Context: an optimization exercise on an open-source flow, tuned for small area and a short achievable clock period. The choices shown serve that exercise and are no tape-out recipe.
Function was checked by simulation only, so behaviour that the tests miss may differ from the original.

## DCT
module DCT(clk,rst_n,ena,done,
  data_in0,data_in1,data_in2,data_in3,data_in4,data_in5,data_in6,data_in7,
  data_out0,data_out1,data_out2,data_out3,data_out4,data_out5,data_out6,data_out7);
Size: about 370 flip-flops, roughly 230 I/O pins, about 25,000 sq um of cells after synthesis.
export LEC_CHECK = 0
export CAP_MARGIN = 20
export CORE_MARGIN = 2
export CORE_UTILIZATION = 40
export CTS_CLUSTER_DIAMETER = 60
export CTS_CLUSTER_SIZE = 25
export SETUP_SLACK_MARGIN = 1.75
export SLEW_MARGIN = 20
export SYNTH_HIERARCHICAL = 1
export SYNTH_MINIMUM_KEEP_SIZE = 0
create_clock -name core_clock -period 4.5 [get_ports {clk}]
standard.sh (not shown) runs the stock make flow with config.mk's settings and CLKGATE_MAP_FILE= SYNTH_SCRIPT=/design/flow/synth_recipe.tcl, a recipe that flattens the netlist after the stock synthesis.
==> flow/flow/run.sh <==
#!/bin/bash
# The standard layout, with plain buf_1 cells as the input/output port buffers
# (the standard flow picks a larger delay-buffer cell for them).
set -euo pipefail
export BUFFER_PORTS_ARGS="-buffer_cell sky130_fd_sc_hd__buf_1"
bash standard.sh > standard.log 2>&1
The first run ran to the end with no violations.
Change:
Settings changed: CTS_CLUSTER_DIAMETER 60 to 70, CTS_CLUSTER_SIZE 25 to 30, SETUP_SLACK_MARGIN 1.75 to 2.0, TNS_END_PERCENT set to 30.
Outcome: The changed run passed the timing, DRC and antenna checks; worst setup slack gains 17 ps; via count came out higher slightly; cell count came out higher slightly; die area stays the same.

DCT again, from the RTL that the note above started with.
export LEC_CHECK = 0
export CAP_MARGIN = 20
export CORE_MARGIN = 2
export CORE_UTILIZATION = 40
export CTS_CLUSTER_DIAMETER = 70
export CTS_CLUSTER_SIZE = 30
export SETUP_SLACK_MARGIN = 1.75
export SLEW_MARGIN = 20
export SYNTH_HIERARCHICAL = 1
export SYNTH_MINIMUM_KEEP_SIZE = 0
export TNS_END_PERCENT = 30
create_clock -name core_clock -period 4.5 [get_ports {clk}]
Scripts as last shown in full above: flow/flow/run.sh
Next try:
PLACE_DENSITY = 0.7   (was not set)
TNS_END_PERCENT = not set   (was 30)
Utilization is higher by 0.32 points.
Final area went up by about 0.7%.
Routed wire length drops by about 0.6%.
Worst setup slack loses 0.046 ns.
Die area stays the same.
Fmax decreases by about 1.6%.
First-iteration DRC count goes up by about 9%.
Global-route usage went down by 0.22 points.
Next try:
PLACE_DENSITY = not set   (was 0.7)
The new run completed without violations.
First-iteration DRC count grows by 1.7%.
Hold slack got worse by 0.049 ns.
Final cell count stays flat.
Routed wire length hardly moves.
Fmax grows by 1.7%.
Next try:
TNS_END_PERCENT = 50   (was not set)
Utilization fell by 0.30 points.
Count of clock-buffer cells in the layout rose by 1.
Routed wire length rose by about 1.1%.
Global-route usage rose by 0.14 points.
Maximum frequency barely changes.
Critical path depth fell by 2.
Non-clock buffer count fell by 11.
Die area is unchanged.
Next try:
SETUP_SLACK_MARGIN = 1.5   (was 1.75)
TNS_END_PERCENT = not set   (was 50)
=>
- The changed run went through all stages and came out clean
- global-route usage went down by 0.12 points
- clock-buffer cell count is lower by 1
- routed wire length falls by 2.3%
Next try:
SETUP_SLACK_MARGIN = 1.75   (was 1.5)
TNS_END_PERCENT = 10   (was not set)
Result:
- design area increases by 0.64%
- synthesized cell count stays the same
- sequential share of layout area increases by 0.11 points
- worst setup slack is better by 0.0056 ns
- first-iteration DRC count decreases by 8.6%
- die area is unchanged
- utilization increases by 0.28 points
- via count increases by 0.48%
- clock skew decreases by 0.012 ns
- clock-buffer cell count increases by 1
- routed wire length increases by 1.5%

Another version of the RTL of DCT (not shown whole).
Size in the first run: ~440 flip-flops, about 230 I/O pins, ~27000 um^2 of cells after synthesis.
clock: 4.5 ns
lec_check: 0
cap_margin: 20
core_margin: 2
core_utilization: 60
place_density: 0.75
setup_slack_margin: 1.5
slew_margin: 20
synth_hierarchical: 1
synth_minimum_keep_size: 0
Scripts as last shown in full above: flow/flow/run.sh
The baseline finished with timing, DRC and antenna clean.
==> next run, changes <==
CORE_UTILIZATION = 40   (was 60)
CTS_CLUSTER_DIAMETER = 70   (was unset)
CTS_CLUSTER_SIZE = 30   (was unset)
PLACE_DENSITY = unset   (was 0.75)
Result: The new run passed the timing, DRC and antenna checks; clock-buffer cell count goes down by 28; worst setup slack got worse by 0.0056 ns; wire length goes up by 5.9%; worst hold slack stays flat.

## afterwards: timing with drivers on the ports
Ports are ideal in the flow. The routed layouts listed here were re-timed in OpenROAD.
Step 1 assumes that a clkbuf_16 drives the clock port and a buf_2 every other input.
Step 2 times the ports against the registers' clock, not the clock port: input delays grow and output delays shrink by t, the midpoint of the rising clock arrivals with the driver on.
a / b / c = ideal ports / drivers / drivers and shift; a / b = the first two.
run	t (ns)	setup WS [ns]	hold slack, ns	latest minus earliest clock arrival (ns)	worst data-port slew with drivers (ns)
the first run of note 1	0.611	1.686 / 1.686 / 1.572	0.131 / 0.098 / 0.343	0.024 / 0.025	0.11
the second run of note 1	0.616	1.703 / 1.703 / 1.550	0.127 / 0.093 / 0.335	0.034 / 0.034	0.12
the first run of note 2	0.653	1.706 / 1.706 / 1.604	0.069 / 0.040 / 0.335	0.051 / 0.051	0.12
the second run of note 2	0.639	1.660 / 1.660 / 1.555	0.098 / 0.068 / 0.344	0.038 / 0.038	0.11
the third run of note 2	0.679	1.707 / 1.707 / 1.596	0.049 / 0.013 / 0.347	0.047 / 0.048	0.10
the fourth run of note 2	0.649	1.701 / 1.701 / 1.601	0.070 / 0.042 / 0.335	0.047 / 0.047	0.12
the fifth run of note 2	0.659	1.605 / 1.605 / 1.534	0.058 / 0.025 / 0.333	0.053 / 0.053	0.11
the sixth run of note 2	0.652	1.611 / 1.611 / 1.611	0.069 / 0.039 / 0.335	0.050 / 0.050	0.12
the first run of note 3	0.624	1.587 / 1.552 / 0.928	0.127 / 0.099 / 0.328	0.016 / 0.016	0.11
the second run of note 3	0.613	1.581 / 1.553 / 0.940	0.127 / 0.090 / 0.334	0.040 / 0.040	0.13
After both steps setup and hold are still met in every run listed. For the first run of note 3, which loses most, drivers alone change the setup slack by -0.035 ns; drivers and shift together by -0.659 ns.
